What follows belongs to an exercise in optimizing a design on an open flow for small area; a production flow would make more cautious choices. Only simulation tests tie the RTL to the original design; equivalence was not proved. Power and IR drop assume default switching activity.

<file path="flow/design.v">
module fsm_main (
    input  wire clk,
    input  wire reset,
    input  wire cmd_iniciar,
    input  wire sensor_nivel,
    input  wire alarme_rolha,
    input  wire aprovado,
    input  wire reprovado,
    output wire esteira,
    output wire valvula_ativa,
    output wire vedacao_ativa,
    output wire decrementar_rolha,      
    output wire descarte_ativo,
    output wire garrafa_aprovada,
    output wire posicao_cq
);
    localparam IDLE        = 3'd1;
    localparam ESTEIRA     = 3'd3;
    localparam ENCHENDO    = 3'd7;
    localparam VEDANDO     = 3'd0;
    localparam POSICAO_CQ  = 3'd2;
    localparam DESCARTANDO = 3'd4;
    localparam APROVADO    = 3'd6;
    reg [2:0] estado;
    reg [9:0] r;
    wire fim      = (r == 10'b1001000111);
    wire primeiro = (r == 10'd0);
    wire temporizado = (estado == ESTEIRA) | (estado == VEDANDO) |
                       (estado == DESCARTANDO) | (estado == APROVADO);
    always @(posedge clk or posedge reset) begin
        if (reset) begin
            estado <= IDLE;
            r      <= 10'd0;
        end else begin
            if (temporizado & ~fim)
                r <= {~r[8:0], r[9] ^ r[6]};
            else
                r <= 10'd0;
            case (estado)
                IDLE:        if (cmd_iniciar) estado <= ESTEIRA;
                ESTEIRA:     if (fim) estado <= ENCHENDO;
                ENCHENDO:    if (alarme_rolha) estado <= IDLE;
                             else if (sensor_nivel) estado <= VEDANDO;
                VEDANDO:     if (fim) estado <= POSICAO_CQ;
                POSICAO_CQ:  if (reprovado & ~aprovado) estado <= DESCARTANDO;
                             else if (aprovado & ~reprovado) estado <= APROVADO;
                DESCARTANDO: if (fim) estado <= ESTEIRA;
                APROVADO:    if (fim) estado <= ESTEIRA;
                default:     estado <= IDLE;
            endcase
        end
    end
    assign esteira           = (estado == ESTEIRA) & ~primeiro;
    assign valvula_ativa     = (estado == ENCHENDO);
    assign vedacao_ativa     = (estado == VEDANDO);
    assign decrementar_rolha = (estado == VEDANDO) & primeiro;
    assign posicao_cq        = (estado == POSICAO_CQ);
    assign descarte_ativo    = (estado == DESCARTANDO);
    assign garrafa_aprovada  = (estado == APROVADO);
endmodule
module contador_rolhas (
    input  wire clk,
    input  wire reset,
    input  wire decrementar,            
    input  wire sw_adicionar_manual,    
    output reg  dispensador_ativo,
    output reg  alarme_rolha_vazia,
    output reg  [4:0] dezena,
    output reg  [4:0] unidade
);
    reg [9:0] r;
    reg       gasto;
    wire [4:0] u = unidade;
    wire [4:0] d = dezena;
    wire u0  = ~u[4] & ~u[0];
    wire u1  = ~u[1] &  u[0];
    wire u5  =  u[4] &  u[0];
    wire u9  =  u[4] & ~u[3];
    wire d0  = ~d[4] & ~d[0];
    wire d9  =  d[4] & ~d[3];
    wire c0  = d0 & u0;
    wire c1  = d0 & u1;
    wire c5  = d0 & u5;
    wire c99 = d9 & u9;
    wire fim   = (r == 10'b1001000111);
    wire repor = gasto & r[4];
    wire soma = ~repor & sw_adicionar_manual & ~c99;
    wire sub  = ~repor & ~soma & decrementar & ~c0;
    wire [4:0] u_mais  = {u[3:0], ~u[4]};
    wire [4:0] u_menos = {~u[0], u[4:1]};
    wire [4:0] u_prox  = (soma | sub) ? (soma ? u_mais : u_menos) : (u ^ {5{repor}});
    wire d_mais1 = (soma & u9) | (repor & ~u[4]);
    wire d_mais2 = repor & u[4];
    wire d_menos = sub & u0;
    wire d_fica  = ~(d_mais1 | d_mais2 | d_menos);
    wire [4:0] d_prox = ({5{d_fica}}  & d) |
                        ({5{d_mais1}} & {d[3:0], ~d[4]}) |
                        ({5{d_mais2}} & {1'b0, d[1], d[0], 2'b11}) |
                        ({5{d_menos}} & {~d[0], d[4:1]});
    always @(posedge clk or posedge reset) begin
        if (reset) begin
            r                  <= 10'd0;
            dispensador_ativo  <= 1'b0;
            gasto              <= 1'b0;
            alarme_rolha_vazia <= 1'b0;
            dezena             <= 5'b00011;      
            unidade            <= 5'b00000;
        end else begin
            if (dispensador_ativo)
                r <= {~r[8:0], r[9] ^ r[6]};
            else
                r <= 10'd0;
            if (dispensador_ativo & fim) begin
                dispensador_ativo <= 1'b0;
                gasto             <= 1'b1;
            end else if (c5 & ~gasto) begin
                dispensador_ativo <= 1'b1;
            end
            unidade <= u_prox;
            dezena  <= d_prox;
            alarme_rolha_vazia <= c0 | (c1 & decrementar);
        end
    end
endmodule
module contador_duzias_v2 (
    input  wire clk,
    input  wire reset,
    input  wire incrementar,
    output reg  [3:0] contador_valor    
);
    reg [3:0] doze;                      
    reg       incrementar_prev;
    wire pulso_subida = incrementar & ~incrementar_prev;
    wire doze_fim     = doze[3] & doze[1] & doze[0];                  
    wire valor_fim    = contador_valor[3] & contador_valor[1];        
    always @(posedge clk or posedge reset) begin
        if (reset) begin
            contador_valor   <= 4'd0;
            doze             <= 4'd0;
            incrementar_prev <= 1'b0;
        end else begin
            incrementar_prev <= incrementar;
            if (pulso_subida) begin
                if (doze_fim) begin
                    doze <= 4'd0;
                    contador_valor <= valor_fim ? 4'd0 : contador_valor + 4'd1;
                end else begin
                    doze <= doze + 4'd1;
                end
            end
        end
    end
endmodule
module debounce (
    input  wire clk,
    input  wire reset,
    input  wire button_in,
    output reg  pulse_out
);
    reg       button_sync_0;
    reg       button_sync_1;
    reg       button_stable_n;         
    reg       button_stable_prev_n;    
    reg [4:0] r;
    wire differ = ~(button_sync_1 ^ button_stable_n);
    wire fim    = r[2] & r[1] & r[0];
    always @(posedge clk or posedge reset) begin
        if (reset) begin
            button_sync_0      <= 1'b1;
            button_sync_1      <= 1'b1;
            button_stable_n      <= 1'b0;
            button_stable_prev_n <= 1'b0;
            r                  <= 5'b00000;
            pulse_out          <= 1'b0;
        end else begin
            button_sync_0      <= button_in;
            button_sync_1      <= button_sync_0;
            button_stable_prev_n <= button_stable_n;
            pulse_out            <= ~button_stable_prev_n & button_stable_n;
            if (differ & fim)
                button_stable_n <= ~button_sync_1;
            if (differ & ~fim)
                r <= {~r[3:0], r[4] ^ r[1]};
            else
                r <= 5'b00000;
        end
    end
endmodule
module decodificador_display (
    input  wire [4:0] j,
    output wire [6:0] hex
);
    wire d0 = ~j[4] & ~j[0];
    wire d1 = ~j[1] &  j[0];
    wire d2 = ~j[2] &  j[1];
    wire d3 = ~j[3] &  j[2];
    wire d4 = ~j[4] &  j[3];
    wire d5 =  j[4] &  j[0];
    wire d6 =  j[4] & ~j[0] & j[1];
    wire d7 = ~j[1] &  j[2];
    wire d8 = ~j[2] &  j[3];
    wire d9 = ~j[3] &  j[4];
    assign hex[0] = d1 | d4;
    assign hex[1] = j[4] & j[1];                        
    assign hex[2] = d2;
    assign hex[3] = d1 | d4 | d7;
    assign hex[4] = d1 | d3 | d4 | d5 | d7 | d9;
    assign hex[5] = (j[0] & ~j[3]) | d7;                
    assign hex[6] = ~j[1] & (~j[4] | j[2]);             
endmodule
module projeto_vinho_top (
    input  wire       CLOCK_50,
    input  wire       KEY0,        
    input  wire       KEY1,        
    input  wire [7:0] SW,
    output wire [9:0] LEDR,
    output wire [6:0] HEX0,
    output wire [6:0] HEX1,
    output wire [6:0] HEX2,
    output wire [6:0] HEX3
);
    wire clk   = CLOCK_50;
    wire reset = ~KEY1;
    wire sensor_nivel, aprovado_cq, reprovado_cq, sw_adicionar_rolha, pulso_start;
    debounce debounce_sensor   (.clk(clk), .reset(reset), .button_in(SW[1]), .pulse_out(sensor_nivel));
    debounce debounce_apro_cq  (.clk(clk), .reset(reset), .button_in(SW[2]), .pulse_out(aprovado_cq));
    debounce debounce_repro_cq (.clk(clk), .reset(reset), .button_in(SW[3]), .pulse_out(reprovado_cq));
    debounce debounce_add_rolha(.clk(clk), .reset(reset), .button_in(SW[7]), .pulse_out(sw_adicionar_rolha));
    debounce debounce_start    (.clk(clk), .reset(reset), .button_in(KEY0),  .pulse_out(pulso_start));
    wire alarme_rolha_vazia, dispensador_ativo;
    wire motor_ativo, valvula_ativa, vedacao_ativa, decrementar_rolha;
    wire descarte_ativo, garrafa_aprovada, posicao_cq;
    fsm_main fsm_main_inst (
        .clk(clk),
        .reset(reset),
        .cmd_iniciar(~KEY0),
        .sensor_nivel(sensor_nivel),
        .alarme_rolha(alarme_rolha_vazia),
        .aprovado(aprovado_cq),
        .reprovado(reprovado_cq),
        .esteira(motor_ativo),
        .valvula_ativa(valvula_ativa),
        .vedacao_ativa(vedacao_ativa),
        .decrementar_rolha(decrementar_rolha),
        .descarte_ativo(descarte_ativo),
        .garrafa_aprovada(garrafa_aprovada),
        .posicao_cq(posicao_cq)
    );
    wire [4:0] rolhas_dezena, rolhas_unidade;
    contador_rolhas contador_rolhas_inst (
        .clk(clk),
        .reset(reset),
        .decrementar(decrementar_rolha),
        .sw_adicionar_manual(sw_adicionar_rolha),
        .dispensador_ativo(dispensador_ativo),
        .alarme_rolha_vazia(alarme_rolha_vazia),
        .dezena(rolhas_dezena),
        .unidade(rolhas_unidade)
    );
    wire reset_duzias = reset | pulso_start;
    wire [3:0] duzias;
    contador_duzias_v2 contador_duzias_inst (
        .clk(clk),
        .reset(reset_duzias),
        .incrementar(garrafa_aprovada),
        .contador_valor(duzias)
    );
    assign LEDR = {motor_ativo, valvula_ativa, vedacao_ativa, descarte_ativo,
                   dispensador_ativo, posicao_cq, 3'b000, alarme_rolha_vazia};
    decodificador_display dec_rolhas_u (.j(rolhas_unidade), .hex(HEX0));
    decodificador_display dec_rolhas_d (.j(rolhas_dezena),  .hex(HEX1));
    wire duzias_dez = duzias[3] & duzias[1];
    reg  [6:0] hex2;
    always @(*) begin
        case (duzias)
            4'd0:  hex2 = 7'b1000000;
            4'd1:  hex2 = 7'b1111001;
            4'd2:  hex2 = 7'b0100100;
            4'd3:  hex2 = 7'b0110000;
            4'd4:  hex2 = 7'b0011001;
            4'd5:  hex2 = 7'b0010010;
            4'd6:  hex2 = 7'b0000010;
            4'd7:  hex2 = 7'b1111000;
            4'd8:  hex2 = 7'b0000000;
            4'd9:  hex2 = 7'b0010000;
            4'd10: hex2 = 7'b1000000;
            4'd11: hex2 = 7'b0110000;
            4'd12: hex2 = 7'b0011001;
            4'd13: hex2 = 7'b0010010;
            4'd14: hex2 = 7'b0000010;
            default: hex2 = 7'b1111000;
        endcase
    end
    assign HEX2 = hex2;
    assign HEX3 = duzias_dez ? 7'b1111001 : 7'b1000000;
endmodule
</file>
<file path="flow/flow/run.sh">
#!/bin/bash
# The standard layout (standard.sh: ORFS from synthesis to the routed
# layout), with these changes:
#  - synthesis is synth_recipe.tcl unchanged except that ORFS's synth.tcl maps
#    the logic with flow/abc.script, an area-oriented ABC script, in place of
#    abc_speed.script, and leaves adders to ABC (no extract_fa/ADDER_MAP_FILE
#    step); registers are mapped before ABC runs, so they are the standard
#    synthesis's, with the same names and cells;
#  - the port buffers that global placement inserts are sky130_fd_sc_hd__buf_1;
#  - right after global placement (flow/downsize.tcl) every logic cell starts
#    at the smallest drive strength of its function; the resizer's
#    repair_design and repair_timing later in the flow upsize whatever slew,
#    load or timing then calls for;
#  - clock tree synthesis uses clkbuf_8 buffers and inserts no dummy loads;
#  - the floorplan does not split the tie cells (SKIP_REPAIR_TIE_FANOUT).
# Each tool's full output goes to standard.log here.
set -euo pipefail
W=$PWD

sed 's|^source \$::env(SCRIPTS_DIR)/synth_preamble.tcl$|&\nset abc_args [lreplace $abc_args 1 1 '"$W"'/flow/abc.script]\nunset -nocomplain ::env(ADDER_MAP_FILE)|' \
  "$FLOW_HOME/scripts/synth.tcl" > "$W/synth_abc.tcl"
grep -q "flow/abc.script" "$W/synth_abc.tcl"
grep -q "unset -nocomplain ::env(ADDER_MAP_FILE)" "$W/synth_abc.tcl"
sed 's|\$::env(SCRIPTS_DIR)/synth.tcl|'"$W"'/synth_abc.tcl|' synth_recipe.tcl > "$W/synth_recipe_abc.tcl"
grep -q "synth_abc.tcl" "$W/synth_recipe_abc.tcl"
sed 's|SYNTH_SCRIPT=[^ ]*synth_recipe.tcl|SYNTH_SCRIPT='"$W"'/synth_recipe_abc.tcl|' standard.sh > "$W/standard_abc.sh"
grep -q "synth_recipe_abc.tcl" "$W/standard_abc.sh"

export BUFFER_PORTS_ARGS="-buffer_cell sky130_fd_sc_hd__buf_1"
export POST_GLOBAL_PLACE_TCL="$W/flow/downsize.tcl"
export CTS_ARGS="-sink_clustering_enable -repair_clock_nets -buf_list sky130_fd_sc_hd__clkbuf_8 -dont_use_dummy_load"
export SKIP_REPAIR_TIE_FANOUT=1
bash "$W/standard_abc.sh" > standard.log 2>&1
</file>
<file path="flow/flow/abc.script">
&get -n
&st
&put
strash
dch -f
amap
strash
dch -f
amap
strash
dch -f
amap
strash
dch -f
amap
</file>
<file path="flow/flow/downsize.tcl">
set dmap [dict create \
  sky130_fd_sc_hd__a2111o_2 sky130_fd_sc_hd__a2111o_1 \
  sky130_fd_sc_hd__a2111o_4 sky130_fd_sc_hd__a2111o_1 \
  sky130_fd_sc_hd__a2111oi_1 sky130_fd_sc_hd__a2111oi_0 \
  sky130_fd_sc_hd__a2111oi_2 sky130_fd_sc_hd__a2111oi_0 \
  sky130_fd_sc_hd__a2111oi_4 sky130_fd_sc_hd__a2111oi_0 \
  sky130_fd_sc_hd__a211o_2 sky130_fd_sc_hd__a211o_1 \
  sky130_fd_sc_hd__a211o_4 sky130_fd_sc_hd__a211o_1 \
  sky130_fd_sc_hd__a211oi_2 sky130_fd_sc_hd__a211oi_1 \
  sky130_fd_sc_hd__a211oi_4 sky130_fd_sc_hd__a211oi_1 \
  sky130_fd_sc_hd__a21bo_4 sky130_fd_sc_hd__a21bo_1 \
  sky130_fd_sc_hd__a21boi_2 sky130_fd_sc_hd__a21boi_0 \
  sky130_fd_sc_hd__a21boi_4 sky130_fd_sc_hd__a21boi_0 \
  sky130_fd_sc_hd__a21o_2 sky130_fd_sc_hd__a21o_1 \
  sky130_fd_sc_hd__a21o_4 sky130_fd_sc_hd__a21o_1 \
  sky130_fd_sc_hd__a21oi_2 sky130_fd_sc_hd__a21oi_1 \
  sky130_fd_sc_hd__a21oi_4 sky130_fd_sc_hd__a21oi_1 \
  sky130_fd_sc_hd__a221o_2 sky130_fd_sc_hd__a221o_1 \
  sky130_fd_sc_hd__a221o_4 sky130_fd_sc_hd__a221o_1 \
  sky130_fd_sc_hd__a221oi_2 sky130_fd_sc_hd__a221oi_1 \
  sky130_fd_sc_hd__a221oi_4 sky130_fd_sc_hd__a221oi_1 \
  sky130_fd_sc_hd__a22o_2 sky130_fd_sc_hd__a22o_1 \
  sky130_fd_sc_hd__a22o_4 sky130_fd_sc_hd__a22o_1 \
  sky130_fd_sc_hd__a22oi_2 sky130_fd_sc_hd__a22oi_1 \
  sky130_fd_sc_hd__a22oi_4 sky130_fd_sc_hd__a22oi_1 \
  sky130_fd_sc_hd__a2bb2o_2 sky130_fd_sc_hd__a2bb2o_1 \
  sky130_fd_sc_hd__a2bb2o_4 sky130_fd_sc_hd__a2bb2o_1 \
  sky130_fd_sc_hd__a2bb2oi_2 sky130_fd_sc_hd__a2bb2oi_1 \
  sky130_fd_sc_hd__a2bb2oi_4 sky130_fd_sc_hd__a2bb2oi_1 \
  sky130_fd_sc_hd__a311o_2 sky130_fd_sc_hd__a311o_1 \
  sky130_fd_sc_hd__a311o_4 sky130_fd_sc_hd__a311o_1 \
  sky130_fd_sc_hd__a311oi_2 sky130_fd_sc_hd__a311oi_1 \
  sky130_fd_sc_hd__a311oi_4 sky130_fd_sc_hd__a311oi_1 \
  sky130_fd_sc_hd__a31o_4 sky130_fd_sc_hd__a31o_1 \
  sky130_fd_sc_hd__a31oi_2 sky130_fd_sc_hd__a31oi_1 \
  sky130_fd_sc_hd__a31oi_4 sky130_fd_sc_hd__a31oi_1 \
  sky130_fd_sc_hd__a32o_2 sky130_fd_sc_hd__a32o_1 \
  sky130_fd_sc_hd__a32o_4 sky130_fd_sc_hd__a32o_1 \
  sky130_fd_sc_hd__a32oi_2 sky130_fd_sc_hd__a32oi_1 \
  sky130_fd_sc_hd__a32oi_4 sky130_fd_sc_hd__a32oi_1 \
  sky130_fd_sc_hd__a41o_2 sky130_fd_sc_hd__a41o_1 \
  sky130_fd_sc_hd__a41o_4 sky130_fd_sc_hd__a41o_1 \
  sky130_fd_sc_hd__a41oi_2 sky130_fd_sc_hd__a41oi_1 \
  sky130_fd_sc_hd__a41oi_4 sky130_fd_sc_hd__a41oi_1 \
  sky130_fd_sc_hd__and2_2 sky130_fd_sc_hd__and2_0 \
  sky130_fd_sc_hd__and2_4 sky130_fd_sc_hd__and2_0 \
  sky130_fd_sc_hd__and2b_2 sky130_fd_sc_hd__and2b_1 \
  sky130_fd_sc_hd__and2b_4 sky130_fd_sc_hd__and2b_1 \
  sky130_fd_sc_hd__and3_2 sky130_fd_sc_hd__and3_1 \
  sky130_fd_sc_hd__and3_4 sky130_fd_sc_hd__and3_1 \
  sky130_fd_sc_hd__and3b_2 sky130_fd_sc_hd__and3b_1 \
  sky130_fd_sc_hd__and3b_4 sky130_fd_sc_hd__and3b_1 \
  sky130_fd_sc_hd__and4_2 sky130_fd_sc_hd__and4_1 \
  sky130_fd_sc_hd__and4_4 sky130_fd_sc_hd__and4_1 \
  sky130_fd_sc_hd__and4b_2 sky130_fd_sc_hd__and4b_1 \
  sky130_fd_sc_hd__and4b_4 sky130_fd_sc_hd__and4b_1 \
  sky130_fd_sc_hd__and4bb_4 sky130_fd_sc_hd__and4bb_1 \
  sky130_fd_sc_hd__buf_2 sky130_fd_sc_hd__buf_1 \
  sky130_fd_sc_hd__buf_4 sky130_fd_sc_hd__buf_1 \
  sky130_fd_sc_hd__buf_6 sky130_fd_sc_hd__buf_1 \
  sky130_fd_sc_hd__buf_8 sky130_fd_sc_hd__buf_1 \
  sky130_fd_sc_hd__buf_12 sky130_fd_sc_hd__buf_1 \
  sky130_fd_sc_hd__buf_16 sky130_fd_sc_hd__buf_1 \
  sky130_fd_sc_hd__bufbuf_16 sky130_fd_sc_hd__bufbuf_8 \
  sky130_fd_sc_hd__bufinv_16 sky130_fd_sc_hd__bufinv_8 \
  sky130_fd_sc_hd__fa_2 sky130_fd_sc_hd__fa_1 \
  sky130_fd_sc_hd__fa_4 sky130_fd_sc_hd__fa_1 \
  sky130_fd_sc_hd__ha_2 sky130_fd_sc_hd__ha_1 \
  sky130_fd_sc_hd__ha_4 sky130_fd_sc_hd__ha_1 \
  sky130_fd_sc_hd__inv_4 sky130_fd_sc_hd__inv_1 \
  sky130_fd_sc_hd__inv_6 sky130_fd_sc_hd__inv_1 \
  sky130_fd_sc_hd__inv_8 sky130_fd_sc_hd__inv_1 \
  sky130_fd_sc_hd__inv_12 sky130_fd_sc_hd__inv_1 \
  sky130_fd_sc_hd__inv_16 sky130_fd_sc_hd__inv_1 \
  sky130_fd_sc_hd__maj3_2 sky130_fd_sc_hd__maj3_1 \
  sky130_fd_sc_hd__maj3_4 sky130_fd_sc_hd__maj3_1 \
  sky130_fd_sc_hd__mux2_4 sky130_fd_sc_hd__mux2_1 \
  sky130_fd_sc_hd__mux2_8 sky130_fd_sc_hd__mux2_1 \
  sky130_fd_sc_hd__mux2i_2 sky130_fd_sc_hd__mux2i_1 \
  sky130_fd_sc_hd__mux2i_4 sky130_fd_sc_hd__mux2i_1 \
  sky130_fd_sc_hd__mux4_4 sky130_fd_sc_hd__mux4_2 \
  sky130_fd_sc_hd__mux4_1 sky130_fd_sc_hd__mux4_2 \
  sky130_fd_sc_hd__nand2_2 sky130_fd_sc_hd__nand2_1 \
  sky130_fd_sc_hd__nand2_4 sky130_fd_sc_hd__nand2_1 \
  sky130_fd_sc_hd__nand2_8 sky130_fd_sc_hd__nand2_1 \
  sky130_fd_sc_hd__nand2b_2 sky130_fd_sc_hd__nand2b_1 \
  sky130_fd_sc_hd__nand2b_4 sky130_fd_sc_hd__nand2b_1 \
  sky130_fd_sc_hd__nand3_2 sky130_fd_sc_hd__nand3_1 \
  sky130_fd_sc_hd__nand3_4 sky130_fd_sc_hd__nand3_1 \
  sky130_fd_sc_hd__nand3b_2 sky130_fd_sc_hd__nand3b_1 \
  sky130_fd_sc_hd__nand3b_4 sky130_fd_sc_hd__nand3b_1 \
  sky130_fd_sc_hd__nand4_2 sky130_fd_sc_hd__nand4_1 \
  sky130_fd_sc_hd__nand4_4 sky130_fd_sc_hd__nand4_1 \
  sky130_fd_sc_hd__nand4b_2 sky130_fd_sc_hd__nand4b_1 \
  sky130_fd_sc_hd__nand4b_4 sky130_fd_sc_hd__nand4b_1 \
  sky130_fd_sc_hd__nand4bb_2 sky130_fd_sc_hd__nand4bb_1 \
  sky130_fd_sc_hd__nand4bb_4 sky130_fd_sc_hd__nand4bb_1 \
  sky130_fd_sc_hd__nor2_2 sky130_fd_sc_hd__nor2_1 \
  sky130_fd_sc_hd__nor2_4 sky130_fd_sc_hd__nor2_1 \
  sky130_fd_sc_hd__nor2_8 sky130_fd_sc_hd__nor2_1 \
  sky130_fd_sc_hd__nor2b_2 sky130_fd_sc_hd__nor2b_1 \
  sky130_fd_sc_hd__nor2b_4 sky130_fd_sc_hd__nor2b_1 \
  sky130_fd_sc_hd__nor3_2 sky130_fd_sc_hd__nor3_1 \
  sky130_fd_sc_hd__nor3_4 sky130_fd_sc_hd__nor3_1 \
  sky130_fd_sc_hd__nor3b_2 sky130_fd_sc_hd__nor3b_1 \
  sky130_fd_sc_hd__nor3b_4 sky130_fd_sc_hd__nor3b_1 \
  sky130_fd_sc_hd__nor4_2 sky130_fd_sc_hd__nor4_1 \
  sky130_fd_sc_hd__nor4_4 sky130_fd_sc_hd__nor4_1 \
  sky130_fd_sc_hd__nor4b_2 sky130_fd_sc_hd__nor4b_1 \
  sky130_fd_sc_hd__nor4b_4 sky130_fd_sc_hd__nor4b_1 \
  sky130_fd_sc_hd__nor4bb_2 sky130_fd_sc_hd__nor4bb_1 \
  sky130_fd_sc_hd__nor4bb_4 sky130_fd_sc_hd__nor4bb_1 \
  sky130_fd_sc_hd__o2111a_2 sky130_fd_sc_hd__o2111a_1 \
  sky130_fd_sc_hd__o2111a_4 sky130_fd_sc_hd__o2111a_1 \
  sky130_fd_sc_hd__o2111ai_2 sky130_fd_sc_hd__o2111ai_1 \
  sky130_fd_sc_hd__o2111ai_4 sky130_fd_sc_hd__o2111ai_1 \
  sky130_fd_sc_hd__o211a_4 sky130_fd_sc_hd__o211a_1 \
  sky130_fd_sc_hd__o211ai_2 sky130_fd_sc_hd__o211ai_1 \
  sky130_fd_sc_hd__o211ai_4 sky130_fd_sc_hd__o211ai_1 \
  sky130_fd_sc_hd__o21a_2 sky130_fd_sc_hd__o21a_1 \
  sky130_fd_sc_hd__o21a_4 sky130_fd_sc_hd__o21a_1 \
  sky130_fd_sc_hd__o21ai_2 sky130_fd_sc_hd__o21ai_0 \
  sky130_fd_sc_hd__o21ai_4 sky130_fd_sc_hd__o21ai_0 \
  sky130_fd_sc_hd__o21ba_4 sky130_fd_sc_hd__o21ba_1 \
  sky130_fd_sc_hd__o21bai_2 sky130_fd_sc_hd__o21bai_1 \
  sky130_fd_sc_hd__o21bai_4 sky130_fd_sc_hd__o21bai_1 \
  sky130_fd_sc_hd__o221a_4 sky130_fd_sc_hd__o221a_1 \
  sky130_fd_sc_hd__o221ai_2 sky130_fd_sc_hd__o221ai_1 \
  sky130_fd_sc_hd__o221ai_4 sky130_fd_sc_hd__o221ai_1 \
  sky130_fd_sc_hd__o22a_2 sky130_fd_sc_hd__o22a_1 \
  sky130_fd_sc_hd__o22a_4 sky130_fd_sc_hd__o22a_1 \
  sky130_fd_sc_hd__o22ai_2 sky130_fd_sc_hd__o22ai_1 \
  sky130_fd_sc_hd__o22ai_4 sky130_fd_sc_hd__o22ai_1 \
  sky130_fd_sc_hd__o2bb2a_2 sky130_fd_sc_hd__o2bb2a_1 \
  sky130_fd_sc_hd__o2bb2a_4 sky130_fd_sc_hd__o2bb2a_1 \
  sky130_fd_sc_hd__o2bb2ai_2 sky130_fd_sc_hd__o2bb2ai_1 \
  sky130_fd_sc_hd__o2bb2ai_4 sky130_fd_sc_hd__o2bb2ai_1 \
  sky130_fd_sc_hd__o311a_2 sky130_fd_sc_hd__o311a_1 \
  sky130_fd_sc_hd__o311a_4 sky130_fd_sc_hd__o311a_1 \
  sky130_fd_sc_hd__o311ai_2 sky130_fd_sc_hd__o311ai_0 \
  sky130_fd_sc_hd__o311ai_4 sky130_fd_sc_hd__o311ai_0 \
  sky130_fd_sc_hd__o31a_2 sky130_fd_sc_hd__o31a_1 \
  sky130_fd_sc_hd__o31a_4 sky130_fd_sc_hd__o31a_1 \
  sky130_fd_sc_hd__o31ai_2 sky130_fd_sc_hd__o31ai_1 \
  sky130_fd_sc_hd__o31ai_4 sky130_fd_sc_hd__o31ai_1 \
  sky130_fd_sc_hd__o32a_2 sky130_fd_sc_hd__o32a_1 \
  sky130_fd_sc_hd__o32a_4 sky130_fd_sc_hd__o32a_1 \
  sky130_fd_sc_hd__o32ai_2 sky130_fd_sc_hd__o32ai_1 \
  sky130_fd_sc_hd__o32ai_4 sky130_fd_sc_hd__o32ai_1 \
  sky130_fd_sc_hd__o41a_2 sky130_fd_sc_hd__o41a_1 \
  sky130_fd_sc_hd__o41a_4 sky130_fd_sc_hd__o41a_1 \
  sky130_fd_sc_hd__o41ai_2 sky130_fd_sc_hd__o41ai_1 \
  sky130_fd_sc_hd__o41ai_4 sky130_fd_sc_hd__o41ai_1 \
  sky130_fd_sc_hd__or2_4 sky130_fd_sc_hd__or2_0 \
  sky130_fd_sc_hd__or2b_2 sky130_fd_sc_hd__or2b_1 \
  sky130_fd_sc_hd__or2b_4 sky130_fd_sc_hd__or2b_1 \
  sky130_fd_sc_hd__or3_2 sky130_fd_sc_hd__or3_1 \
  sky130_fd_sc_hd__or3_4 sky130_fd_sc_hd__or3_1 \
  sky130_fd_sc_hd__or3b_4 sky130_fd_sc_hd__or3b_1 \
  sky130_fd_sc_hd__or4_2 sky130_fd_sc_hd__or4_1 \
  sky130_fd_sc_hd__or4_4 sky130_fd_sc_hd__or4_1 \
  sky130_fd_sc_hd__or4b_4 sky130_fd_sc_hd__or4b_1 \
  sky130_fd_sc_hd__or4bb_2 sky130_fd_sc_hd__or4bb_1 \
  sky130_fd_sc_hd__or4bb_4 sky130_fd_sc_hd__or4bb_1 \
  sky130_fd_sc_hd__sdlclkp_2 sky130_fd_sc_hd__sdlclkp_1 \
  sky130_fd_sc_hd__sdlclkp_4 sky130_fd_sc_hd__sdlclkp_1 \
  sky130_fd_sc_hd__xnor2_2 sky130_fd_sc_hd__xnor2_1 \
  sky130_fd_sc_hd__xnor2_4 sky130_fd_sc_hd__xnor2_1 \
  sky130_fd_sc_hd__xnor3_2 sky130_fd_sc_hd__xnor3_1 \
  sky130_fd_sc_hd__xnor3_4 sky130_fd_sc_hd__xnor3_1 \
  sky130_fd_sc_hd__xor2_2 sky130_fd_sc_hd__xor2_1 \
  sky130_fd_sc_hd__xor2_4 sky130_fd_sc_hd__xor2_1 \
  sky130_fd_sc_hd__xor3_2 sky130_fd_sc_hd__xor3_1 \
  sky130_fd_sc_hd__xor3_4 sky130_fd_sc_hd__xor3_1 \
]
# Downsize every logic cell to the smallest cell of the same function, and
# make the port buffers the smallest buffer; repair_design and repair_timing
# later in the flow upsize whatever timing, slew or load then calls for.
set n 0
foreach inst [get_cells *] {
  set ref [get_property $inst ref_name]
  set name [get_full_name $inst]
  if {[dict exists $dmap $ref]} {
    replace_cell $name [dict get $dmap $ref]
    incr n
  } elseif {$ref eq "sky130_fd_sc_hd__clkdlybuf4s50_1" && [regexp {^(input|output)[0-9]+$} $name]} {
    replace_cell $name sky130_fd_sc_hd__buf_1
    incr n
  }
}
puts "downsize: replaced $n cells"
</file>
<file path="flow/standard.sh">
#!/bin/bash
# synth_recipe.tcl (not shown) runs the flow's synth.tcl, then flattens the netlist and writes it again
# the make line also repeats each setting of config.mk as NAME=value (left out here)
make -C /OpenROAD-flow-scripts/flow DESIGN_CONFIG=/design/flow/config.mk WORK_HOME=/design/flow/orfs CLKGATE_MAP_FILE= SYNTH_SCRIPT=/design/flow/synth_recipe.tcl "${@:-finish}"
</file>
<file path="flow/config.mk">
export PLATFORM = sky130hd
export DESIGN_NAME = projeto_vinho_top
export DESIGN_NICKNAME = projeto_vinho_top
export VERILOG_FILES = /design/flow/design.v
export SDC_FILE = /design/flow/constraint.sdc
export NUM_CORES = 4
export LEC_CHECK = 0
export CAP_MARGIN = 0
export CORE_MARGIN = 2
export CORE_UTILIZATION = 40
export CTS_BUF_LIST = sky130_fd_sc_hd__clkbuf_8
export PLACE_DENSITY = 0.6
export SLEW_MARGIN = 0
</file>
<file path="flow/constraint.sdc">
create_clock -name core_clock -period 10.0 [get_ports {CLOCK_50}]
set_input_delay 2.0000 -clock core_clock [delete_from_list [all_inputs] [get_ports {CLOCK_50}]]
set_output_delay 2.0000 -clock core_clock [all_outputs]
set_load 0.01 [all_outputs]
</file>
==> impl_metrics.yaml, run 1 <==
run_status:
  status: "no timing/DRC/antenna violations"
cts:
  cts_setup_buffers: 0
  clk_latency_ps: 350
  cts_buffer_depth: 2
  clock-root-buffer: "clkbuf_8"
  htreeDepth: 3
  cts_buffers: 9
  clk_pin_slew_worst_paths_ps: 70
  cts_resized: 0
  hold_buffers: 0
  cts_tree: "done"
  cts.sinks: 95
sta:
  fin_crit_sh: 0.431
  clock_skew_ps: 19.3
  post-route-min-period_ps: 4310
  worst_slew_pin_slew_ps: 740
  setup_viol: 0
  tns_ps: 0
  relSlewSlack: 0.506
  hold_ws_ps: 356
  rsz0062_at_grt: "false"
  drv_slew: 0
  hold_violations: 0
  max_freq_mhz: 232
floorplanning:
  num_io_pins: 49
  dieHeight_um: 101
  die-area_um2: 10200
  dieWidth_um: 101
  rows: 35
  initial_utilization: 0.409
  coreArea_um2: 9200
worst_setup_path:
  max_stage_delay_ps: 550
  r2r_cells: 9
  regToRegSetupSlack_ps: 7100
  crit_fanout: 3
  worst_path_max_delay_cell: "or4_1"
  cp.required_ps: 8000
  crit_type: "flip-flop to output port"
  crit_path_end_kind: "output port"
  start_kind: "flip-flop"
  endpoint: "LEDR[9]"
  r2r_end: "contador_rolhas_inst.dezena[4]"
  path_cells: "or4_1 -> nor4_1 -> nor4b_1 -> nor3_1 -> buf_1"
  critPathArrivalTime_ps: 2310
  cp-startpoint: "fsm_main_inst.r[5]"
  reg2reg_from: "fsm_main_inst.r[5]"
routing:
  routed_wl_um: 6210
  drc: 0
  via_per_inst: 5.06
  drt_first_pass_iters: 4
  detail_route.wl_per_cell_um: 12.2
  vias: 2571
  drt_iter0_markers: 67
  antenna_left: 0
yosys:
  synth_edf_count: 0
  yosys_register_bits: 95
  synth_area_um2: 3760
  yosys_most_used_dff: "dfrtp_1"
  yosys_warnings: 5
  postSynthAreaPerCell_um2: 10.2
  yosysSeqAreaShare: 0.637
  synthArstFlopShare: 1.00
  synth_nets: 378
  ys_top_cells_by_area: "dfrtp_1 (55%), nor2_1 (9.3%), dfstp_2 (9.1%), clkinv_1 (3.9%), buf_4 (3.8%)"
  synth_cells: 367
  synth.distinct_cells: 30
  yosysTopAreaCellShare: 0.546
  synth_top_area_cell: "dfrtp_1"
power_and_ir_drop:
  switching_power_uw: 357
  pwr-share-clk: 0.180
  swShare: 0.341
  ir_drop_mv: 0.0625
  seqPwrFrac: 0.559
  p_per_area_nw_per_um2: 259
  internal-power_uw: 690
  leakagePower_uw: 0.00169
  p_comb_frac: 0.260
layout:
  drive_gt1_frac: 0.0630
  antenna_cells: 0
  syn2layout_area_growth_pct: 7.75
  final_nets: 410
min_path:
  worst_hold_path_type: "flip-flop to flip-flop"
global_routing:
  grt_max_degree: 34
  antenna_found_initial: 0
  met2_usage: 0.203
  met3_usage: 0.0277
  grt_pass1_wl_um: 10900
  grt_pass1_vias: 2398
  gr-usage-met1: 0.188
  grt_usage: 0.135
  grt-busiest-layer: "met2"
  grt_overflow: 0
flow_run:
  maxCapViolations: 0
place:
  dpl.hpwl_um: 4570
  io_buffer_count: 38
-- sequential cells by signal, summed over array words and instances (netlist names), 3 cells and up --
register                             cells
contador_duzias_inst.contador_valor      4
contador_duzias_inst.doze                4
contador_rolhas_inst.dezena              5
contador_rolhas_inst.r                  10
contador_rolhas_inst.unidade             5
debounce_add_rolha.r                     5
debounce_apro_cq.r                       5
debounce_repro_cq.r                      5
debounce_sensor.r                        5
debounce_start.r                         5
fsm_main_inst.estado                     3
fsm_main_inst.r                         10
-- power by group through the flow --
stage               registers (uW)  logic (uW)  clock network (uW)
finish                         586         273                 189
detailed placement             592         277                   0
global placement               589         267                   0
floorplan                      573         215                   0
global route                   603         316                 214
CTS                            586         278                 200
-- metal layers --
metal  part of all wire  up-vias
met5                  0        -
met4              0.016        0
met3              0.029        9
met2               0.45       35
met1               0.51     1239
li1                   -     1288
-- placed cells by master (no fill, tap or decap), types with 2 or more instances in the layout --
cell type	netlist	layout
o21bai_1	2	2
nand3_1	13	13
nand2_1	16	16
clkbuf_8	0	9
o221ai_1	11	11
buf_1	0	37
dfrtp_1	82	82
a211oi_1	8	8
nor2b_1	2	2
o22ai_1	12	12
o221a_1	2	2
a21oi_1	14	14
o21ai_0	12	12
nor4_1	4	4
nor2_1	93	93
conb_1	2	2
clkinv_1	39	39
nand4b_1	2	2
dfstp_2	13	13
nor3_1	9	9
o22a_1	2	2
-- layout make-up --
type / instances / area [um2]
fillers: 917 / 5140
flip-flops and latches: 95 / 2390
multi-input cells: 214 / 1080
repair buffers: 40 / 171
inverters: 39 / 146
well taps: 111 / 139
clock buffers: 9 / 124
-- Yosys cell counts (2+ instances only) --
master and number:
o221a_1 2, nor4_1 4, nor3_1 9, o21bai_1 2, o22ai_1 12, o221ai_1 11
o22a_1 2, nand4b_1 2, nand2_1 16, buf_4 19, dfrtp_1 82, a21oi_1 14
nor2_1 93, nor2b_1 2, clkinv_1 39, nand3_1 13, dfstp_2 13, o21ai_0 12
conb_1 2, a211oi_1 8
-- through the flow --
stage               cells  area (um2)  worst slack [ps]  total power, uW   util
finish                508        4050              5690             1050  0.441
global route          508        4050              5590             1130  0.441
CTS                   508        4050              5680             1060  0.441
detailed placement    499        3930              6090              870  0.427
global placement      498        3910              6080              857  0.425
floorplan             367        3760              6370              788      -
-- worst min-delay path by stage --
stage,from,end,slack (ps),cells after the start
finish,debounce_apro_cq.button_sync_0,debounce_apro_cq.button_sync_1,360,0
global route,debounce_apro_cq.button_sync_0,debounce_apro_cq.button_sync_1,360,0
CTS,debounce_apro_cq.button_sync_0,debounce_apro_cq.button_sync_1,360,0
detailed placement,debounce_start.button_sync_0,debounce_start.button_sync_1,350,0
global placement,debounce_apro_cq.button_sync_0,debounce_apro_cq.button_sync_1,350,0
floorplan,debounce_start.pulse_out,contador_duzias_inst.contador_valor[0],350,1
-- worst max-delay path: cells and delay by family, from the launching register on --
kind          cells  cell delay (ps)
buf+inv           1              160
simple gates      4             1440
flops             1              380
-- cells by family (layout without fill, tap and decap cells) --
family,Yosys count,in the layout,synth area share
AO/OA/AOI/OAI,67,67,0.120
buffers and inverters,58,88,0.0769
flip-flops,95,95,0.637
other,2,2,0.00200
AND/OR/NAND/NOR,145,145,0.164
==> run 2: changes to the inputs <==
--- a/flow/design.v
+++ b/flow/design.v
@@ -160,29 +160,28 @@
     reg       button_sync_0;
     reg       button_sync_1;
     reg       button_stable_n;         
-    reg       button_stable_prev_n;    
     reg [4:0] r;
     wire differ = ~(button_sync_1 ^ button_stable_n);
     wire fim    = r[2] & r[1] & r[0];
-    always @(posedge clk or posedge reset) begin
-        if (reset) begin
-            button_sync_0      <= 1'b1;
-            button_sync_1      <= 1'b1;
-            button_stable_n      <= 1'b0;
-            button_stable_prev_n <= 1'b0;
-            r                  <= 5'b00000;
-            pulse_out          <= 1'b0;
-        end else begin
-            button_sync_0      <= button_in;
-            button_sync_1      <= button_sync_0;
-            button_stable_prev_n <= button_stable_n;
-            pulse_out            <= ~button_stable_prev_n & button_stable_n;
+    wire queda  = r[4] & ~r[3] & ~r[1];        
+    wire cai    = differ & fim & ~button_stable_n;
+    always @(posedge clk or posedge reset) begin
+        if (reset) begin
+            button_sync_0   <= 1'b1;
+            button_sync_1   <= 1'b1;
+            button_stable_n <= 1'b0;
+            r               <= 5'b00000;
+            pulse_out       <= 1'b0;
+        end else begin
+            button_sync_0 <= button_in;
+            button_sync_1 <= button_sync_0;
+            pulse_out     <= queda;
             if (differ & fim)
                 button_stable_n <= ~button_sync_1;
             if (differ & ~fim)
-                r <= {~r[3:0], r[4] ^ r[1]};
+                r <= {~r[3:0], (r[4] ^ r[1]) & ~queda};
             else
-                r <= 5'b00000;
+                r <= {cai, 4'b0000};
         end
     end
 endmodule
==> run 2 against run 1 <==
Sequential share of layout area down 2.0 points. Critical path depth shrank 1. Cell count shrank 1.2%. Wire length is 2.4% higher. Clock-buffer cell count is the same. Clock skew is 3.8 ps lower. First-iteration DRC count up 51%. Final area shrank 1.9%. Fmax increased by 7.4%. Register-to-register slack better by 180 ps.
==> impl_metrics.yaml, run 2 <==
global_routing:
  grt_pass1_vias: 2561
  grt_usage: 0.140
  grt_max_degree: 37
  grt_pass1_wl_um: 11200
  grt_overflow: 0
  antenna_found_initial: 0
sta:
  rsz0062_at_grt: "false"
  clock_skew_ps: 15.4
  fin_crit_sh: 0.401
  hold_violations: 0
  setup_viol: 0
  tns_ps: 0
  max_freq_mhz: 249
  worst_slew_pin_slew_ps: 757
  relSlewSlack: 0.494
  drv_slew: 0
  post-route-min-period_ps: 4010
cts:
  clk_pin_slew_worst_paths_ps: 70
  cts_resized: 0
  clock-root-buffer: "clkbuf_8"
  htreeDepth: 3
  cts.sinks: 90
  hold_buffers: 0
  cts_buffer_depth: 2
  cts_setup_buffers: 0
  clk_latency_ps: 350
  cts_tree: "done"
  cts_buffers: 9
floorplanning:
  num_io_pins: 49
  coreArea_um2: 9060
  dieWidth_um: 99.9
  initial_utilization: 0.406
  rows: 35
  dieHeight_um: 99.9
  die-area_um2: 9990
min_path:
  worst_hold_path_type: "flip-flop to flip-flop"
yosys:
  synthArstFlopShare: 1.00
  synth_top_area_cell: "dfrtp_1"
  synth_nets: 372
  synth_cells: 361
  ys_top_cells_by_area: "dfrtp_1 (52%), dfstp_2 (9.3%), nor2_1 (7.3%), clkinv_1 (4.6%), buf_4 (3.9%)"
  yosys_warnings: 5
  yosysMostFrequentCell: "dfrtp_1"
  yosys_register_bits: 90
  synth_area_um2: 3680
  synth_top_cells_by_count: "dfrtp_1 (77), nor2_1 (72), clkinv_1 (45)"
  yosysTopAreaCellShare: 0.523
  postSynthAreaPerCell_um2: 10.2
  synth.distinct_cells: 37
  yosysSeqAreaShare: 0.616
  synth_edf_count: 0
  yosys_most_used_dff: "dfrtp_1"
place:
  io_buffer_count: 38
  dpl.hpwl_um: 4610
power_and_ir_drop:
  leakagePower_uw: 0.00162
  p_per_area_nw_per_um2: 257
  p_total_uw: 1020
  ir_drop_mv: 0.0852
routing:
  antenna_left: 0
  drt_iter0_markers: 101
  vias: 2617
  drt_first_pass_iters: 4
  drc: 0
  routed_wl_um: 6360
  via_per_inst: 5.21
  detail_route.wl_per_cell_um: 12.7
layout:
  layout_common_cells: "dfrtp_1 (77), nor2_1 (72), clkinv_1 (45), buf_1 (37), nand2_1 (22)"
  nFillCells: 867
  final_nets: 404
  syn2layout_area_growth_pct: 7.92
  final_common_cell: "dfrtp_1"
  largest_registers: "contador_rolhas_inst.r: 10 flops, fsm_main_inst.r: 10 flops"
  drive_gt1_frac: 0.0639
  antenna_cells: 0
worst_setup_path:
  cp.required_ps: 8000
  crit_path_end_kind: "output port"
  start_kind: "flip-flop"
  crit_type: "flip-flop to output port"
  path_cells: "or4_1 -> nor4bb_1 -> nor3_1 -> buf_1"
  crit_fanout: 3
  max_stage_delay_ps: 550
  critPathArrivalTime_ps: 2010
  worst_path_max_delay_cell: "or4_1"
flow_run:
  maxCapViolations: 0
run_status:
  status: "no timing/DRC/antenna violations"
run 2: changes by cell type after synthesis, moves of 3 or more:
cell       previous run  this run
a21oi_1              14         7
a2111oi_0             0         5
dfrtp_1              82        77
nand2_1              16        22
o21ai_0              12        18
nor3b_1               0         5
nor2_1               93        72
nand3_1              13         7
a211oi_1              8         2
clkinv_1             39        45
nor3_1                9        12
run 2: report_power, final:
part           internal, uW  switching, uW  total (uW)  leakage (uW)
Sequential              475           81.8         557       0.00108
Clock                  80.7            106         187     0.0000647
Combinational           106            173         279      0.000471
run 2: metrics by stage:
step | cell area, um2 | hold slack [ps] | utilization | setup WS, ps | cells
after global routing | 3970 | 363 | 0.438 | 5840 | 502
after global placement | 3830 | 345 | 0.423 | 6330 | 492
final | 3970 | 355 | 0.438 | 5990 | 502
after detailed placement | 3850 | 347 | 0.425 | 6330 | 493
after CTS | 3970 | 358 | 0.438 | 5960 | 502
after floorplan | 3680 | 345 | - | 6510 | 361
run 2: area by class of cell:
type	count	area (um2)	area share
multi-input combinational	207	1100	0.277
clock buffer	9	124	0.0312
inverter	45	169	0.0425
sequential	90	2270	0.571
timing repair buffer	40	171	0.0431
tap	111	139	0.0350
run 2: path summary, 6_finish.rpt:
| path | slack [ps] | start | end | cells after the start |
|---|---|---|---|---|
| max reg2reg | 7280 | contador_rolhas_inst.unidade[4] | contador_rolhas_inst.dezena[4] | 10 |
| min reg2reg | 360 | debounce_apro_cq.button_sync_0 | debounce_apro_cq.button_sync_1 | 0 |
| min in group asynchronous | 430 | debounce_start.pulse_out | contador_duzias_inst.contador_valor[0] | 1 |
| max | 5990 | fsm_main_inst.r[5] | LEDR[9] | 4 |
| min | 360 | debounce_apro_cq.button_sync_0 | debounce_apro_cq.button_sync_1 | 0 |
| max in group asynchronous | 7270 | KEY1 | contador_duzias_inst.incrementar_prev | 2 |
run 2: critical path, delay by kind of cell (launching register included):
family | cells | cell delay [ps]
simple gates | 3 | 1150
flops | 1 | 380
buf+inv | 1 | 150
run 2: layer usage:
layer	GRT usage	share of wire
met4	0.0769	0.023
met2	0.215	0.43
met5	0	0
met1	0.186	0.49
met3	0.0306	0.052
run 2: cells by family after synthesis:
family | share of synthesized area
AO/OA/AOI/OAI | 0.138
AND/OR/NAND/NOR | 0.159
buffers and inverters | 0.0846
other | 0.00204
flip-flops | 0.616
==> run 3: changes to the inputs <==
--- a/flow/flow/run.sh
+++ b/flow/flow/run.sh
@@ -11,7 +11,7 @@
 #    at the smallest drive strength of its function; the resizer's
 #    repair_design and repair_timing later in the flow upsize whatever slew,
 #    load or timing then calls for;
-#  - clock tree synthesis uses clkbuf_8 buffers and inserts no dummy loads;
+#  - clock tree synthesis uses buf_6 buffers and inserts no dummy loads;
 #  - the floorplan does not split the tie cells (SKIP_REPAIR_TIE_FANOUT).
 # Each tool's full output goes to standard.log here.
 set -euo pipefail
@@ -28,6 +28,6 @@
 
 export BUFFER_PORTS_ARGS="-buffer_cell sky130_fd_sc_hd__buf_1"
 export POST_GLOBAL_PLACE_TCL="$W/flow/downsize.tcl"
-export CTS_ARGS="-sink_clustering_enable -repair_clock_nets -buf_list sky130_fd_sc_hd__clkbuf_8 -dont_use_dummy_load"
+export CTS_ARGS="-sink_clustering_enable -repair_clock_nets -buf_list sky130_fd_sc_hd__buf_6 -dont_use_dummy_load"
 export SKIP_REPAIR_TIE_FANOUT=1
 bash "$W/standard_abc.sh" > standard.log 2>&1
==> run 3 against run 2 <==
Still clean on timing, DRC and antenna. Via count is 0.38% lower. Clock-buffer cell count is the same. Register-to-register slack is essentially flat. Synthesized area unchanged. Cell count stayed put. Critical path depth unchanged. Die area unchanged. First-iteration DRC count decreased by 7.9%. Critical path type unchanged. Largest cell class unchanged. Highest routed layer unchanged.
==> impl_metrics.yaml, run 3 <==
run_status:
  status: "no timing/DRC/antenna violations"
worst_setup_path:
  cp.required_ps: 8000
  regToRegSetupSlack_ps: 7280
  crit_type: "flip-flop to output port"
  r2r_cells: 10
  critPathArrivalTime_ps: 2010
  r2r_end: "contador_rolhas_inst.dezena[4]"
  crit_fanout: 3
  reg2reg_from: "contador_rolhas_inst.unidade[4]"
  start_kind: "flip-flop"
  crit_path_end_kind: "output port"
sta:
  setup_ws_ps: 5990
  post-route-min-period_ps: 4010
  setup_viol: 0
  tns_ps: 0
  drv_slew: 0
  relSlewSlack: 0.494
  clock_skew_ps: 16.7
  hold_ws_ps: 356
  fin_crit_sh: 0.401
  worst_slew_pin_slew_ps: 757
  max_freq_mhz: 249
  rsz0062_at_grt: "false"
  hold_violations: 0
layout:
  final_nets: 404
  nFillCells: 869
  largest_registers: "contador_rolhas_inst.r: 10 flops, fsm_main_inst.r: 10 flops"
  drive_gt1_frac: 0.0639
  seqCellArea_um2: 2270
  syn2layout_area_growth_pct: 7.31
  final_common_cell: "dfrtp_1"
  stdcell_area_um2: 3950
  multi_input_area_um2: 1100
  layout_common_cells: "dfrtp_1 (77), nor2_1 (72), clkinv_1 (45), buf_1 (37), nand2_1 (22)"
  antenna_cells: 0
routing:
  detail_route.wl_per_cell_um: 12.7
  vias: 2607
  drc: 0
  drt_first_pass_iters: 5
  drt_iter0_markers: 93
  antenna_left: 0
  via_per_inst: 5.19
  routed_wl_um: 6380
cts:
  cts_buffers: 9
  clock-root-buffer: "buf_6"
  cts_buffer_depth: 2
  htreeDepth: 3
  cts_resized: 0
  cts.sinks: 90
  clk_pin_slew_worst_paths_ps: 70
  cts_tree: "done"
  cts_setup_buffers: 0
  hold_buffers: 0
  clk_latency_ps: 320
min_path:
  hold-path-cell-count: 0
  worst_hold_path_type: "flip-flop to flip-flop"
  holdPathEnd: "debounce_apro_cq.button_sync_1"
  hold_path_startpoint: "debounce_apro_cq.button_sync_0"
floorplanning:
  rows: 35
  initial_utilization: 0.406
  dieWidth_um: 99.9
  coreArea_um2: 9060
  die-area_um2: 9990
  num_io_pins: 49
  dieHeight_um: 99.9
global_routing:
  grt_usage: 0.140
  antenna_found_initial: 0
  grt_overflow: 0
  grt_pass1_wl_um: 11200
  grt_max_degree: 37
  grt_pass1_vias: 2568
yosys:
  synth_cells: 361
  postSynthAreaPerCell_um2: 10.2
  yosys_register_bits: 90
  synth_nets: 372
  synthArstFlopShare: 1.00
  synth_top_cells_by_count: "dfrtp_1 (77), nor2_1 (72), clkinv_1 (45)"
  ys_top_cells_by_area: "dfrtp_1 (52%), dfstp_2 (9.3%), nor2_1 (7.3%), clkinv_1 (4.6%), buf_4 (3.9%)"
  synth_top_area_cell: "dfrtp_1"
  yosysMostFrequentCell: "dfrtp_1"
  synth.distinct_cells: 37
  synth_area_um2: 3680
  yosysTopAreaCellShare: 0.523
  yosys_most_used_dff: "dfrtp_1"
  yosys_warnings: 5
  yosysSeqAreaShare: 0.616
  synth_edf_count: 0
place:
  post_dp_cell_area_um2: 3850
  dpl.hpwl_um: 4610
  pre_cts_slack_ps: 6330
  io_buffer_count: 38
power_and_ir_drop:
  ir_drop_mv: 0.0852
  p_total_uw: 1010
  p_per_area_nw_per_um2: 256
  leakagePower_uw: 0.00161
flow_run:
  maxCapViolations: 0
[run 3: cell counts after synthesis]
No cell type changed its count.
[run 3: kinds of logic (layout without fill, tap and decap cells)]
group           after synthesis  count (layout)  synth area share
compound gates               73              73             0.138
other cells                   2               2           0.00204
flops                        90              90             0.616
simple gates                132             132             0.159
buf+inv                      64              94            0.0846
[run 3: cell type report]
type,count,share of cell area
sequential,90,0.574
multi-input combinational,207,0.279
timing repair buffer,40,0.0434
inverter,45,0.0428
tap,111,0.0352
clock buffer,9,0.0257
[run 3: metal layers]
| metal | up-vias | GRT usage | part of all wire | wire (um) |
|---|---|---|---|---|
| li1 | 1296 | - | - | - |
| met1 | 1231 | 0.185 | 0.49 | 3150 |
| met2 | 72 | 0.216 | 0.44 | 2810 |
| met3 | 8 | 0.0327 | 0.051 | 324 |
| met4 | 0 | 0.0738 | 0.016 | 103 |
| met5 | - | 0 | 0 | 0 |
[run 3: stage by stage]
stage | utilization | instances
after detailed placement | 0.425 | 493
after CTS | 0.436 | 502
final | 0.436 | 502
after global routing | 0.436 | 502
after floorplan | - | 361
after global placement | 0.423 | 492
[run 3: worst max-delay path by stage]
stage,slack [ps],startpoint,to,depth (start not counted)
after detailed placement,6330,fsm_main_inst.r[5],LEDR[9],4
after floorplan,6510,fsm_main_inst.r[5],LEDR[9],4
after CTS,5970,fsm_main_inst.r[5],LEDR[9],4
after global placement,6330,fsm_main_inst.r[5],LEDR[9],4
after global routing,5850,fsm_main_inst.r[5],LEDR[9],4
final,5990,fsm_main_inst.r[5],LEDR[9],4
[run 3: power breakdown]
| part | switching, uW | internal (uW) | leakage [uW] | total (uW) |
|---|---|---|---|---|
| Combinational | 173 | 106 | 0.000471 | 279 |
| Clock | 107 | 69.4 | 0.0000545 | 176 |
| Sequential | 81.9 | 476 | 0.00108 | 558 |
[run 3: critical path, stage by stage, from the launching register on]
cell and delay [ps]:
dfrtp_1 390, or4_1 570, nor4bb_1 510, nor3_1 100, buf_1 150
==> run 4: changes to the inputs <==
--- a/flow/config.mk
+++ b/flow/config.mk
@@ -7,7 +7,7 @@
 export LEC_CHECK = 0
 export CAP_MARGIN = 0
 export CORE_MARGIN = 2
-export CORE_UTILIZATION = 40
+export CORE_UTILIZATION = 70
 export CTS_BUF_LIST = sky130_fd_sc_hd__clkbuf_8
-export PLACE_DENSITY = 0.6
+export PLACE_DENSITY = 0.85
 export SLEW_MARGIN = 0
==> run 4 against run 3 <==
Critical endpoint unchanged. Die area down 41%. Setup slack worse by 9.9 ps. Sequential power up 0.7%. Sequential cell count unchanged. Synthesized cell count unchanged.
==> impl_metrics.yaml, run 4 <==
global_routing:
  grt_max_degree: 37
  grt_pass1_vias: 2493
  grt_overflow: 0
  grt_pass1_wl_um: 11200
  antenna_found_initial: 0
  grt_usage: 0.241
yosys:
  synth_cells: 361
  synth_top_cells_by_count: "dfrtp_1 (77), nor2_1 (72), clkinv_1 (45)"
  synth_area_um2: 3680
  yosys_warnings: 5
  synth_nets: 372
  yosys_register_bits: 90
  postSynthAreaPerCell_um2: 10.2
  yosysSeqAreaShare: 0.616
  ys_top_cells_by_area: "dfrtp_1 (52%), dfstp_2 (9.3%), nor2_1 (7.3%), clkinv_1 (4.6%), buf_4 (3.9%)"
  yosys_most_used_dff: "dfrtp_1"
  yosysTopAreaCellShare: 0.523
  yosysMostFrequentCell: "dfrtp_1"
  synth_edf_count: 0
  synth_top_area_cell: "dfrtp_1"
  synthArstFlopShare: 1.00
  synth.distinct_cells: 37
place:
  post_dp_cell_area_um2: 3800
  io_buffer_count: 38
  dpl.hpwl_um: 4610
  pre_cts_slack_ps: 6250
routing:
  drt_first_pass_iters: 4
  drt_iter0_markers: 228
  antenna_left: 0
  via_per_inst: 5.82
  drc: 0
  routed_wl_um: 6300
  vias: 2682
  detail_route.wl_per_cell_um: 13.7
cts:
  clk_pin_slew_worst_paths_ps: 80
  cts_buffer_depth: 2
  hold_buffers: 0
  cts.sinks: 90
  clock-root-buffer: "buf_6"
  cts_tree: "done"
  cts_resized: 0
  clk_latency_ps: 300
  htreeDepth: 3
  cts_buffers: 9
  cts_setup_buffers: 0
min_path:
  hold-path-cell-count: 0
  holdPathEnd: "debounce_sensor.button_sync_1"
  hold_path_startpoint: "debounce_sensor.button_sync_0"
  worst_hold_path_type: "flip-flop to flip-flop"
worst_setup_path:
  r2r_end: "contador_rolhas_inst.dezena[4]"
  crit_type: "flip-flop to output port"
  path_cells: "or4_1 -> nor4bb_1 -> nor3_1 -> buf_1"
  reg2reg_from: "fsm_main_inst.r[5]"
  crit_path_end_kind: "output port"
  r2r_cells: 6
  crit_fanout: 3
  crit_family: "simple AND/OR/NAND/NOR gates"
  cp.depth: 4
  critPathArrivalTime_ps: 2020
  cp.required_ps: 8000
  max_stage_delay_ps: 570
  regToRegSetupSlack_ps: 7240
  crit_buf_inv: 1
  start_kind: "flip-flop"
  worst_path_max_delay_cell: "nor4bb_1"
sta:
  rsz0062_at_grt: "false"
  tns_ps: 0
  drv_slew: 0
  fin_crit_sh: 0.402
  post-route-min-period_ps: 4020
  hold_violations: 0
  relSlewSlack: 0.495
  worst_slew_pin_slew_ps: 757
  setup_viol: 0
  max_freq_mhz: 249
  clock_skew_ps: 24.7
  setup_ws_ps: 5980
power_and_ir_drop:
  ir_drop_mv: 0.184
  p_total_uw: 1010
  p_per_area_nw_per_um2: 260
  leakagePower_uw: 0.00161
layout:
  final_nets: 404
  syn2layout_area_growth_pct: 5.91
  drive_gt1_frac: 0.0639
  largest_registers: "contador_rolhas_inst.r: 10 flops, fsm_main_inst.r: 10 flops"
  final_common_cell: "dfrtp_1"
  stdcell_area_um2: 3900
  antenna_cells: 0
  layout_common_cells: "dfrtp_1 (77), nor2_1 (72), clkinv_1 (45), buf_1 (37), nand2_1 (22)"
floorplanning:
  coreArea_um2: 5070
  initial_utilization: 0.725
  num_io_pins: 49
  rows: 26
  dieWidth_um: 76.5
  dieHeight_um: 76.5
  die-area_um2: 5850
flow_run:
  maxCapViolations: 0
run_status:
  status: "no timing/DRC/antenna violations"
==> run 4: cell counts after synthesis <==
No cell type changed its count.
==> run 4: metrics by stage <==
| step | util | instances | hold slack [ps] |
|---|---|---|---|
| 2_1_floorplan | - | 361 | 345 |
| 3_3_place_gp | 0.745 | 451 | 346 |
| 3_5_place_dp | 0.748 | 452 | 347 |
| 4_1_cts | 0.768 | 461 | 348 |
| 5_1_grt | 0.768 | 461 | 351 |
| 6_report | 0.768 | 461 | 349 |
==> run 4: worst max-delay path by stage <==
stage,start,endpoint,slack (ps)
floorplan,fsm_main_inst.r[5],LEDR[9],6510
global placement,fsm_main_inst.r[5],LEDR[9],6310
detailed placement,fsm_main_inst.r[5],LEDR[9],6250
CTS,fsm_main_inst.r[5],LEDR[9],5940
global route,fsm_main_inst.r[5],LEDR[9],5840
finish,fsm_main_inst.r[5],LEDR[9],5980
==> run 4: routing by layer <==
layer / part of all wire / global-route usage / up-vias
li1: - / - / 1295
met1: 0.47 / 0.349 / 1276
met2: 0.46 / 0.353 / 99
met3: 0.057 / 0.0640 / 12
met4: 0.018 / 0.0964 / 0
met5: 0 / 0 / -
==> run 4: final cells by class <==
cell class / count / area, um2
Sequential cell: 90 / 2270
Tap cell: 70 / 87.6
Timing Repair Buffer: 40 / 171
Inverter: 45 / 169
Clock buffer: 9 / 101
Fill cell: 343 / 1180
Multi-Input combinational cell: 207 / 1100
==> run 4: power breakdown <==
part	switching, uW	total, uW	internal [uW]
sequential	86.0	562	476
combinational	176	281	106
clock	102	171	69.3
total	364	1010	651
==> run 4: logic make-up (layout without fill, tap and decap cells) <==
kind of cell,count (synthesis),in the layout,synth area share
and+or+nand+nor,132,132,0.159
DFF,90,90,0.616
AOI/OAI and AO/OA,73,73,0.138
buffers and inverters,64,94,0.0846
other,2,2,0.00204
==> run 4: worst reg2reg max path, cell delays in order, from the launching register on <==
cell      delay, ps
dfrtp_1         370
or4_1           550
nor4bb_1        570
nand3_1         340
nor2_1          410
or3_1           240
o221ai_1        150
==> run 5: changes to the inputs <==
--- a/flow/flow/run.sh
+++ b/flow/flow/run.sh
@@ -28,6 +28,6 @@
 
 export BUFFER_PORTS_ARGS="-buffer_cell sky130_fd_sc_hd__buf_1"
 export POST_GLOBAL_PLACE_TCL="$W/flow/downsize.tcl"
-export CTS_ARGS="-sink_clustering_enable -repair_clock_nets -buf_list sky130_fd_sc_hd__buf_6 -dont_use_dummy_load"
+export CTS_ARGS="-sink_clustering_enable -repair_clock_nets -buf_list sky130_fd_sc_hd__buf_4 -dont_use_dummy_load"
 export SKIP_REPAIR_TIE_FANOUT=1
 bash "$W/standard_abc.sh" > standard.log 2>&1
==> run 5 against run 4 <==
Cell count stayed put. Critical path type unchanged. Clock power down 16%. Utilization decreased by 0.67 points. Synthesized area stayed put. Clock-buffer cell count unchanged. Non-clock buffer count is the same. Still clean. Highest routed layer unchanged.
==> impl_metrics.yaml, run 5 <==
run_status:
  status: "no timing/DRC/antenna violations"
worst_setup_path:
  path_cells: "or4_1 -> nor4bb_1 -> nor3_1 -> buf_1"
  reg2reg_from: "fsm_main_inst.r[5]"
  r2r_end: "contador_rolhas_inst.dezena[4]"
  max_stage_delay_ps: 590
  crit_type: "flip-flop to output port"
  crit_fanout: 3
  cp-startpoint: "fsm_main_inst.r[5]"
  worst_path_max_delay_cell: "nor4bb_1"
  r2r_cells: 6
  crit_path_end_kind: "output port"
  regToRegSetupSlack_ps: 7220
  start_kind: "flip-flop"
  cp.required_ps: 8000
  critPathArrivalTime_ps: 2090
sta:
  setup_ws_ps: 5910
  setup_viol: 0
  hold_violations: 0
  post-route-min-period_ps: 4090
  clock_skew_ps: 36.5
  worst_slew_pin_slew_ps: 754
  hold_ws_ps: 352
  tns_ps: 0
  relSlewSlack: 0.497
  max_freq_mhz: 244
  drv_slew: 0
  fin_crit_sh: 0.409
  rsz0062_at_grt: "false"
layout:
  layout_common_cells: "dfrtp_1 (77), nor2_1 (72), clkinv_1 (45), buf_1 (37), nand2_1 (22)"
  largest_registers: "contador_rolhas_inst.r: 10 flops, fsm_main_inst.r: 10 flops"
  antenna_cells: 0
  final_nets: 404
  multi_input_area_um2: 1100
  seqCellArea_um2: 2270
  drive_gt1_frac: 0.0639
  syn2layout_area_growth_pct: 5.00
  nFillCells: 345
  final_common_cell: "dfrtp_1"
power_and_ir_drop:
  leakagePower_uw: 0.00160
  p_total_uw: 986
  p_per_area_nw_per_um2: 255
  ir_drop_mv: 0.179
global_routing:
  grt_pass1_wl_um: 11200
  grt_pass1_vias: 2483
  grt_max_degree: 37
  antenna_found_initial: 0
  grt_usage: 0.242
  grt_overflow: 0
yosys:
  synth.distinct_cells: 37
  yosysMostFrequentCell: "dfrtp_1"
  yosys_register_bits: 90
  synth_top_area_cell: "dfrtp_1"
  synth_top_cells_by_count: "dfrtp_1 (77), nor2_1 (72), clkinv_1 (45)"
  synth_area_um2: 3680
  synthArstFlopShare: 1.00
  postSynthAreaPerCell_um2: 10.2
  synth_edf_count: 0
  synth_cells: 361
  yosys_warnings: 5
  synth_nets: 372
  ys_top_cells_by_area: "dfrtp_1 (52%), dfstp_2 (9.3%), nor2_1 (7.3%), clkinv_1 (4.6%), buf_4 (3.9%)"
  yosysSeqAreaShare: 0.616
  yosys_most_used_dff: "dfrtp_1"
  yosysTopAreaCellShare: 0.523
min_path:
  hold_path_startpoint: "debounce_start.button_sync_0"
  hold-path-cell-count: 0
  worst_hold_path_type: "flip-flop to flip-flop"
  holdPathEnd: "debounce_start.button_sync_1"
cts:
  clk_latency_ps: 360
  cts_buffers: 9
  clk_pin_slew_worst_paths_ps: 110
  htreeDepth: 3
  cts_tree: "done"
  clock-root-buffer: "buf_4"
  hold_buffers: 0
  cts.sinks: 90
  cts_buffer_depth: 2
  cts_resized: 0
  cts_setup_buffers: 0
routing:
  detail_route.wl_per_cell_um: 13.7
  drt_iter0_markers: 199
  routed_wl_um: 6320
  via_per_inst: 5.80
  vias: 2673
  antenna_left: 0
  drc: 0
  drt_first_pass_iters: 5
floorplanning:
  initial_utilization: 0.725
  num_io_pins: 49
  die-area_um2: 5850
  rows: 26
  dieHeight_um: 76.5
  dieWidth_um: 76.5
  coreArea_um2: 5070
place:
  dpl.hpwl_um: 4610
  pre_cts_slack_ps: 6250
  io_buffer_count: 38
flow_run:
  maxCapViolations: 0
run 5: worst max path at each step:
stage                          to  cells after the start  slack (ps)
after CTS                 LEDR[9]                      4        5890
after detailed placement  LEDR[9]                      4        6250
after global routing      LEDR[9]                      4        5770
after global placement    LEDR[9]                      4        6310
after floorplan           LEDR[9]                      4        6510
final                     LEDR[9]                      4        5910
run 5: layout make-up:
class / instances / area share
sequential: 90 / 0.587
multi-input combinational: 207 / 0.285
timing repair buffer: 40 / 0.0444
inverter: 45 / 0.0437
tap: 70 / 0.0227
clock buffer: 9 / 0.0175
run 5: kinds of logic after synthesis:
kind of cell    after synthesis  share of synthesized area
simple gates                132                      0.159
flops                        90                      0.616
compound gates               73                      0.138
buf+inv                      64                     0.0846
other cells                   2                    0.00204
run 5: report_power, final:
group	internal, uW	total [uW]	leakage (uW)	switching [uW]
logic	106	281	0.000471	175
clock network	46.1	144	0.0000432	98.3
registers	475	561	0.00108	86.0
run 5: routing by layer:
layer  track usage  vias up  routed length (um)
li1              -     1295                   -
met1         0.350     1276                2990
met2         0.353       86                2910
met3        0.0687       16                 302
met4        0.0945        0                 123
met5             0        -                   0
run 5: worst max-delay path: cells and delay by family (launching register included):
family | cells | cell delay [ps]
AND/OR/NAND/NOR | 3 | 1240
buffers and inverters | 1 | 150
flip-flops | 1 | 380
run 5: through the flow:
stage                     std cells  instance area (um2)  utilization
after floorplan                 361                 3680            -
after global placement          451                 3780        0.745
after detailed placement        452                 3800        0.748
after CTS                       461                 3860        0.762
after global routing            461                 3860        0.762
final                           461                 3860        0.762

-- port drivers added, routing unchanged --
The results above use ideal ports. As a check the final layouts listed here were re-extracted and re-timed, cells and wires unchanged. Step 1, drivers: a clkbuf_16 drives CLOCK_50 and a buf_2 each remaining input, both assumed. Step 2 moves the port delays by t, midway between the first and last clock arrival at a register: inputs arrive t later, outputs are due t later. That takes back most of the time a late clock gives input paths. Three values: ideal ports, drivers, drivers and shift; two values: the first two.
run	shift t [ns]	setup slack, ns	worst data-port slew with drivers (ns)
run 1	0.370	5.690 / 5.659 / 6.029	0.03
run 2	0.371	5.988 / 5.956 / 6.328	0.03
run 3	0.336	5.988 / 5.957 / 6.293	0.03
run 4	0.318	5.978 / 5.949 / 6.266	0.03
run 5	0.364	5.907 / 5.882 / 6.247	0.03
After both steps every run listed still meets setup and hold.
